From an optimization exercise on the open Yosys and OpenROAD flow, aimed at small area; shortcuts taken in it are not production practice. No activity file was given, so power comes from the tool's default toggle rates.

==> flow/design.v (excerpt) <==
module car(
	input        clk,
	input        rst,
	input        left_echo,
	input        right_echo,
	input        mid_echo,
	input  [3:0] switch,
	input  [3:0] fire,
	output       left_trig,
	output       right_trig,
	output       mid_trig,
	output       left_pwm,
	output       right_pwn,
	output       duoji,
	output [3:0] select,
	output [7:0] digit,
	output [3:0] pin_name1,
	output [7:0] pin_name2,
	output [3:0] pin_name3,
	output [7:0] pin_name4,
	output [3:0] out1,
	output [3:0] out2
);
reg  [5:0] p40;
wire       en62 = (p40 == 6'h16);                  
always @(posedge clk)
	if (rst)       p40 <= 6'h00;
	else if (en62) p40 <= 6'h27;                   
	else           p40 <= {~p40[4:0], p40[5] ^ p40[4]};
reg [24:0] tcnt;
reg        trig;
wire       tmatch = ({tcnt[24:23], tcnt[21:0]} == {2'b11, 22'h04bceb});
wire       twrap  = tmatch & ~tcnt[22];            
wire       tfall  = tmatch &  tcnt[22];            
always @(posedge clk)
	if (rst | twrap) tcnt <= 25'h15f2a82;
  ...
Settings: LEC_CHECK=0, CAP_MARGIN=0, CORE_MARGIN=2, CORE_UTILIZATION=60, GPL_TIMING_DRIVEN=0, SLEW_MARGIN=0; clock period 20.0 ns.
standard.sh (not shown) runs the stock make flow with config.mk's settings and CLKGATE_MAP_FILE= SYNTH_SCRIPT=/design/flow/synth_recipe.tcl, a recipe that flattens the netlist after the stock synthesis.
==> flow/flow/run.sh <==
#!/bin/bash
# Own layout flow: the standard synthesis; then the combinational logic
# between the (unchanged) registers is re-mapped by ABC for area (several
# ABC runs in parallel, the smallest result kept); then the standard ORFS
# layout steps with 1x port buffers, no tie-cell fanout repair and the
# clock tree settings in cts.args. Each tool's output goes to a log file here.
set -euo pipefail
W=$(pwd)
R=$W/orfs/results/$FLOW_PLATFORM/car/base
LIB=$FLOW_HOME/platforms/$FLOW_PLATFORM/lib/sky130_fd_sc_hd__tt_025C_1v80.lib

# 1. standard synthesis
bash standard.sh synth > $W/flow_synth.log 2>&1

# 2. area re-mapping of the logic; registers and tie cells are kept as they are
DU=$(sed -n '/^export DONT_USE_CELLS/,/^$/p' $FLOW_HOME/platforms/$FLOW_PLATFORM/config.mk \
     | tr -d '\\' | tr ' \t' '\n\n' | grep '^sky130' | sed 's/^/-dont_use /' | tr '\n' ' ')
cp $R/1_2_yosys.v $W/std_synth.v
for i in 0 1 2 3; do
  if [[ $i == 3 ]]; then cp $W/flow/area_fast.abc $W/area_$i.abc
  else sed "s/@SEED@/$i/" $W/flow/area.abc > $W/area_$i.abc; fi
  cat > $W/remap_$i.ys <<EOT
read_liberty -ignore_miss_func $LIB
blackbox sky130_fd_sc_hd__df* sky130_fd_sc_hd__conb_1
read_verilog $W/std_synth.v
hierarchy -top $FLOW_TOP
flatten
delete t:\$scopeinfo
opt_clean
opt
abc -script $W/area_$i.abc -liberty $LIB $DU
opt_clean -purge
read_liberty -lib -overwrite $LIB
hilomap -singleton -hicell sky130_fd_sc_hd__conb_1 HI -locell sky130_fd_sc_hd__conb_1 LO
splitnets
opt_clean -purge
tee -o $W/remap_stat_$i.txt stat -liberty $LIB
check -assert -mapped
write_verilog -noattr -nohex -nodec $W/remap_$i.v
EOT
  yosys -s $W/remap_$i.ys > $W/flow_remap_$i.log 2>&1 &
done
wait
best=""; barea=""
for i in 0 1 2 3; do
  if [[ -s $W/remap_$i.v ]] && grep -q "Chip area" $W/remap_stat_$i.txt; then
    a=$(grep "Chip area" $W/remap_stat_$i.txt | awk '{print $NF}')
    echo "remap $i: $a" >> $W/remap_choice.txt
    if [[ -z "$best" ]] || awk -v a="$a" -v b="$barea" 'BEGIN{exit !(a<b)}'; then best=$i; barea=$a; fi
  fi
done
echo "kept remap $best ($barea)" >> $W/remap_choice.txt
cp $W/remap_$best.v $R/1_2_yosys.v
touch $R/1_2_yosys.v

# 3. layout
export BUFFER_PORTS_ARGS="-buffer_cell sky130_fd_sc_hd__buf_1"
export SKIP_REPAIR_TIE_FANOUT=1
export CTS_ARGS="$(cat $W/flow/cts.args)"
bash standard.sh finish > $W/flow_finish.log 2>&1
==> flow/flow/cts.args <==
-sink_clustering_enable -repair_clock_nets -dont_use_dummy_load -buf_list sky130_fd_sc_hd__clkbuf_2 -sink_clustering_size 6 -sink_clustering_max_diameter 30
Other scripts of this flow, unchanged in this note and not shown: flow/flow/area.abc, flow/flow/area_fast.abc
The baseline completed without violations.
Next try:
==> flow/flow/cts.args (replaced) <==
-sink_clustering_enable -repair_clock_nets -dont_use_dummy_load -buf_list sky130_fd_sc_hd__clkbuf_4 -sink_clustering_size 10 -sink_clustering_max_diameter 40
Result:
- clock skew is higher by 0.012 ns
- power hardly moves
- critical path depth is lower by 1
- count of clock-buffer cells in the layout is lower by 19
- via count is about the same
- worst hold slack got worse by 0.015 ns
- register-to-register slack improved by 0.07 ns
Next try:
==> flow/flow/cts.args (replaced) <==
-sink_clustering_enable -repair_clock_nets -dont_use_dummy_load -buf_list sky130_fd_sc_hd__clkbuf_4 -sink_clustering_size 12 -sink_clustering_max_diameter 45
What happened: The changed run went through all stages and came out clean. Setup slack is worse by 0.26 ns. Routed wire length came out lower by 1.7%. Combinational power shrinks by 19%. Fmax went down by 3.5%. Sequential power barely changes. Non-clock buffer count does not change. Critical path depth goes up by 1.
No run of this note included a check of the RTL's function; only the layout flow was run.

========
car, a different RTL version from the one above (not shown whole).
For scale: roughly 910 cells after synthesis, roughly 63 I/O pins, about 8400 um^2 of cells after synthesis.
==> flow/config.mk <==
export PLATFORM = sky130hd
export DESIGN_NAME = car
export DESIGN_NICKNAME = car
export VERILOG_FILES = /design/flow/design.v
export SDC_FILE = /design/flow/constraint.sdc
export NUM_CORES = 4
export LEC_CHECK = 0
export CAP_MARGIN = 20
export CORE_MARGIN = 2
export CORE_UTILIZATION = 40
export SLEW_MARGIN = 20
==> flow/constraint.sdc <==
create_clock -name core_clock -period 20.0 [get_ports {clk}]
set_input_delay 4.0000 -clock core_clock [delete_from_list [all_inputs] [get_ports {clk}]]
set_output_delay 4.0000 -clock core_clock [all_outputs]
set_load 0.01 [all_outputs]
==> flow/flow/run.sh <==
#!/bin/bash
# Own layout flow: the standard synthesis, then the combinational logic
# between the (unchanged) registers is re-mapped by ABC for area, then the
# standard ORFS layout steps. Each tool's output goes to a log file here.
set -euo pipefail
W=$(pwd)
R=$W/orfs/results/$FLOW_PLATFORM/car/base
LIB=$FLOW_HOME/platforms/$FLOW_PLATFORM/lib/sky130_fd_sc_hd__tt_025C_1v80.lib

# 1. standard synthesis
bash standard.sh synth > $W/flow_synth.log 2>&1

# 2. area re-mapping of the logic; registers and tie cells are kept as they are
DU=$(sed -n '/^export DONT_USE_CELLS/,/^$/p' $FLOW_HOME/platforms/$FLOW_PLATFORM/config.mk \
     | tr -d '\\' | tr ' \t' '\n\n' | grep '^sky130' | sed 's/^/-dont_use /' | tr '\n' ' ')
cp $R/1_2_yosys.v $W/std_synth.v
cat > $W/remap.ys <<EOT
read_liberty -ignore_miss_func $LIB
blackbox sky130_fd_sc_hd__df* sky130_fd_sc_hd__conb_1
read_verilog $W/std_synth.v
hierarchy -top $FLOW_TOP
flatten
delete t:\$scopeinfo
opt_clean
opt
abc -liberty $LIB $DU
opt_clean -purge
read_liberty -lib -overwrite $LIB
hilomap -singleton -hicell sky130_fd_sc_hd__conb_1 HI -locell sky130_fd_sc_hd__conb_1 LO
splitnets
opt_clean -purge
tee -o $W/remap_stat.txt stat -liberty $LIB
check -assert -mapped
write_verilog -noattr -nohex -nodec $W/remap.v
EOT
yosys -s $W/remap.ys > $W/flow_remap.log 2>&1
cp $W/remap.v $R/1_2_yosys.v
touch $R/1_2_yosys.v

# 3. layout
export BUFFER_PORTS_ARGS="-buffer_cell sky130_fd_sc_hd__buf_1"
export CTS_ARGS="-sink_clustering_enable -repair_clock_nets -dont_use_dummy_load -buf_list sky130_fd_sc_hd__clkbuf_4 -sink_clustering_size 10 -sink_clustering_max_diameter 40"
bash standard.sh finish > $W/flow_finish.log 2>&1
The first run completed without violations.
Then changed:
--- a/flow/flow/run.sh
+++ b/flow/flow/run.sh
@@ -42 +42 @@
-export CTS_ARGS="-sink_clustering_enable -repair_clock_nets -dont_use_dummy_load -buf_list sky130_fd_sc_hd__clkbuf_4 -sink_clustering_size 10 -sink_clustering_max_diameter 40"
+export CTS_ARGS="-sink_clustering_enable -repair_clock_nets -dont_use_dummy_load -buf_list sky130_fd_sc_hd__clkbuf_8 -sink_clustering_size 20 -sink_clustering_max_diameter 50"
Effect: The changed run passed the timing, design-rule and antenna checks; global-route usage went down by 0.11 points; die area does not change; worst setup slack gains 0.18 ns; hold slack hardly moves; clock-buffer cell count went down by 8; wire length stays flat.
Function was not checked in any run of this note: the RTL went through the layout flow alone.

========
Another version of the RTL of car (not shown whole).
For scale: ~63 I/O pins, about 0.0081 sq mm of cells after synthesis.
Design car, start of the top module:
module car(
	input        clk,
	input        rst,
	input        left_echo,
	input        right_echo,
	input        mid_echo,
	input  [3:0] switch,
	input  [3:0] fire,
	output       left_trig,
	output       right_trig,
	output       mid_trig,
	output       left_pwm,
	output       right_pwn,
	output       duoji,
	output [3:0] select,
	output [7:0] digit,
	output [3:0] pin_name1,
	output [7:0] pin_name2,
	output [3:0] pin_name3,
	output [7:0] pin_name4,
	output [3:0] out1,
	output [3:0] out2
);
reg  [5:0] p40;
wire       en62 = (p40 == 6'h16);                  
always @(posedge clk)
	if (rst)       p40 <= 6'h00;
	else if (en62) p40 <= 6'h27;                   
	else           p40 <= {~p40[4:0], p40[5] ^ p40[4]};
reg [24:0] tcnt;
reg        trig;
wire       tmatch = ({tcnt[24:23], tcnt[21:0]} == {2'b11, 22'h04bceb});
wire       twrap  = tmatch & ~tcnt[22];            
wire       tfall  = tmatch &  tcnt[22];            
always @(posedge clk)
	if (rst | twrap) tcnt <= 25'h15f2a82;
	else             tcnt <= {~tcnt[23:0], tcnt[24] ^ tcnt[21]};
always @(posedge clk)
	if (rst)        trig <= 1'b0;
	else if (twrap) trig <= 1'b1;
	else if (tfall) trig <= 1'b0;
  ...
clock: 20.0 ns
lec_check: 0
cap_margin: 20
core_margin: 2
core_utilization: 65
gpl_timing_driven: 0
slew_margin: 20
==> flow/flow/run.sh <==
#!/bin/bash
# Own layout flow: the standard synthesis, then the combinational logic
# between the (unchanged) registers is re-mapped by ABC for area, then the
# standard ORFS layout steps. Each tool's output goes to a log file here.
set -euo pipefail
W=$(pwd)
R=$W/orfs/results/$FLOW_PLATFORM/car/base
LIB=$FLOW_HOME/platforms/$FLOW_PLATFORM/lib/sky130_fd_sc_hd__tt_025C_1v80.lib

# 1. standard synthesis
bash standard.sh synth > $W/flow_synth.log 2>&1

# 2. area re-mapping of the logic; registers and tie cells are kept as they are
DU=$(sed -n '/^export DONT_USE_CELLS/,/^$/p' $FLOW_HOME/platforms/$FLOW_PLATFORM/config.mk \
     | tr -d '\\' | tr ' \t' '\n\n' | grep '^sky130' | sed 's/^/-dont_use /' | tr '\n' ' ')
cp $R/1_2_yosys.v $W/std_synth.v
cat > $W/remap.ys <<EOT
read_liberty -ignore_miss_func $LIB
blackbox sky130_fd_sc_hd__df* sky130_fd_sc_hd__conb_1
read_verilog $W/std_synth.v
hierarchy -top $FLOW_TOP
flatten
delete t:\$scopeinfo
opt_clean
opt
abc -script $W/flow/area.abc -liberty $LIB $DU
opt_clean -purge
read_liberty -lib -overwrite $LIB
hilomap -singleton -hicell sky130_fd_sc_hd__conb_1 HI -locell sky130_fd_sc_hd__conb_1 LO
splitnets
opt_clean -purge
tee -o $W/remap_stat.txt stat -liberty $LIB
check -assert -mapped
write_verilog -noattr -nohex -nodec $W/remap.v
EOT
yosys -s $W/remap.ys > $W/flow_remap.log 2>&1
cp $W/remap.v $R/1_2_yosys.v
touch $R/1_2_yosys.v

# 3. layout
export BUFFER_PORTS_ARGS="-buffer_cell sky130_fd_sc_hd__buf_1"
export SKIP_REPAIR_TIE_FANOUT=1
export CTS_ARGS="$(cat $W/flow/cts.args)"
bash standard.sh finish > $W/flow_finish.log 2>&1
==> flow/flow/area.abc <==
strash
&get -n
&fraig -x
&put
scorr
dc2
strash
&get -n
&dch -f
&nf -R 1000
&put
strash
&get -n
&dch -f
&nf -R 1000
&put
==> flow/flow/cts.args <==
-sink_clustering_enable -repair_clock_nets -dont_use_dummy_load -buf_list sky130_fd_sc_hd__clkbuf_4 -sink_clustering_size 10 -sink_clustering_max_diameter 40
Then changed:
Settings changed: CORE_UTILIZATION 65 to 40.
Final area came out higher slightly.
Setup slack barely changes.
Worst hold slack is worse by 0.027 ns.
Then changed:
--- a/flow/flow/run.sh
+++ b/flow/flow/run.sh
@@ -1,6 +1,8 @@
 #!/bin/bash
-# Own layout flow: the standard synthesis, then the combinational logic
-# between the (unchanged) registers is re-mapped by ABC for area, then the
-# standard ORFS layout steps. Each tool's output goes to a log file here.
+# Own layout flow: the standard synthesis; then the combinational logic
+# between the (unchanged) registers is re-mapped by ABC for area (several
+# ABC runs in parallel, the smallest result kept); then the standard ORFS
+# layout steps with 1x port buffers, no tie-cell fanout repair and the
+# clock tree settings in cts.args. Each tool's output goes to a log file here.
 set -euo pipefail
 W=$(pwd)
@@ -15,5 +17,8 @@
      | tr -d '\\' | tr ' \t' '\n\n' | grep '^sky130' | sed 's/^/-dont_use /' | tr '\n' ' ')
 cp $R/1_2_yosys.v $W/std_synth.v
-cat > $W/remap.ys <<EOT
+for i in 0 1 2 3; do
+  if [[ $i == 3 ]]; then cp $W/flow/area_fast.abc $W/area_$i.abc
+  else sed "s/@SEED@/$i/" $W/flow/area.abc > $W/area_$i.abc; fi
+  cat > $W/remap_$i.ys <<EOT
 read_liberty -ignore_miss_func $LIB
 blackbox sky130_fd_sc_hd__df* sky130_fd_sc_hd__conb_1
@@ -24,5 +29,5 @@
 opt_clean
 opt
-abc -script $W/flow/area.abc -liberty $LIB $DU
+abc -script $W/area_$i.abc -liberty $LIB $DU
 opt_clean -purge
 read_liberty -lib -overwrite $LIB
@@ -30,10 +35,21 @@
 splitnets
 opt_clean -purge
-tee -o $W/remap_stat.txt stat -liberty $LIB
+tee -o $W/remap_stat_$i.txt stat -liberty $LIB
 check -assert -mapped
-write_verilog -noattr -nohex -nodec $W/remap.v
+write_verilog -noattr -nohex -nodec $W/remap_$i.v
 EOT
-yosys -s $W/remap.ys > $W/flow_remap.log 2>&1
-cp $W/remap.v $R/1_2_yosys.v
+  yosys -s $W/remap_$i.ys > $W/flow_remap_$i.log 2>&1 &
+done
+wait
+best=""; barea=""
+for i in 0 1 2 3; do
+  if [[ -s $W/remap_$i.v ]] && grep -q "Chip area" $W/remap_stat_$i.txt; then
+    a=$(grep "Chip area" $W/remap_stat_$i.txt | awk '{print $NF}')
+    echo "remap $i: $a" >> $W/remap_choice.txt
+    if [[ -z "$best" ]] || awk -v a="$a" -v b="$barea" 'BEGIN{exit !(a<b)}'; then best=$i; barea=$a; fi
+  fi
+done
+echo "kept remap $best ($barea)" >> $W/remap_choice.txt
+cp $W/remap_$best.v $R/1_2_yosys.v
 touch $R/1_2_yosys.v
 
==> flow/flow/area.abc (replaced) <==
strash
&get -n
&fraig -x
&put
scorr
dc2
strash
&get -n
&deepsyn -T 90 -S @SEED@
&put
strash
&get -n
&dch -f
&nf -R 1000
&put
==> flow/flow/area_fast.abc (new file) <==
strash
&get -n
&fraig -x
&put
scorr
dc2
strash
&get -n
&dch -f
&nf -R 1000
&put
strash
&get -n
&dch -f
&nf -R 1000
&put
Settings changed: CORE_UTILIZATION 40 to 60.
The new run completed without violations; routed wire length shrinks by 8.2%; core utilization grows by 23 points; critical path depth grows by 2; hold slack improves by 0.049 ns; non-clock buffer count shrinks by 2; sequential share of layout area grows by 2.5 points; flip-flop and latch count does not change; synthesized cell count shrinks by 8.0%; cell area shrinks by 4.8%.
Then changed:
Settings changed: CAP_MARGIN 20 to 0, SLEW_MARGIN 20 to 0.
The changed run completed with no timing, DRC or antenna violations. Die area is unchanged. Design area shrinks by 0.50%. Routed wire length rises by 0.60%. Combinational power falls by about 1%. Worst hold slack is about the same. Total power went down by 0.65%. Sequential cell count does not change. Worst setup slack gets better by 0.057 ns. Clock-buffer cell count came out lower by 2. Via count increases by 1.0%.
No functional check of the RTL was part of any run of this note.

[re-timing with driven ports]
No port has a modelled driver above. Below, the same layouts with a new extraction and two added sets of constraints.
Step 1 sets driving cells, clkbuf_16 on the clock port and buf_2 on the other inputs (assumed; they add their load-dependent delay and slew).
Step 2 times the ports against the registers' clock, not the clock port: input delays grow and output delays shrink by t, the midpoint of the rising clock arrivals with the driver on.
Three values: ideal ports, drivers, drivers and shift; two values: the first two.
| run | t, ns | setup slack, ns | clock arrival spread, ns |
|---|---|---|---|
| the first run of note 1 | 0.761 | 12.468 / 12.432 / 13.091 | 0.056 / 0.056 |
| the second run of note 1 | 0.647 | 12.885 / 12.850 / 12.925 | 0.077 / 0.076 |
| the third run of note 1 | 0.636 | 12.625 / 12.588 / 13.113 | 0.051 / 0.052 |
| the first run of note 2 | 0.688 | 12.413 / 12.378 / 13.066 | 0.062 / 0.062 |
| the second run of note 2 | 0.545 | 12.593 / 12.557 / 13.102 | 0.046 / 0.046 |
| the first run of note 3 | 0.657 | 12.527 / 12.490 / 13.148 | 0.074 / 0.075 |
| the second run of note 3 | 0.676 | 12.528 / 12.490 / 13.167 | 0.059 / 0.059 |
| the third run of note 3 | 0.649 | 12.920 / 12.885 / 13.197 | 0.047 / 0.046 |
| the fourth run of note 3 | 0.649 | 12.977 / 12.942 / 13.220 | 0.028 / 0.028 |
After both steps setup and hold are still met in every run listed.
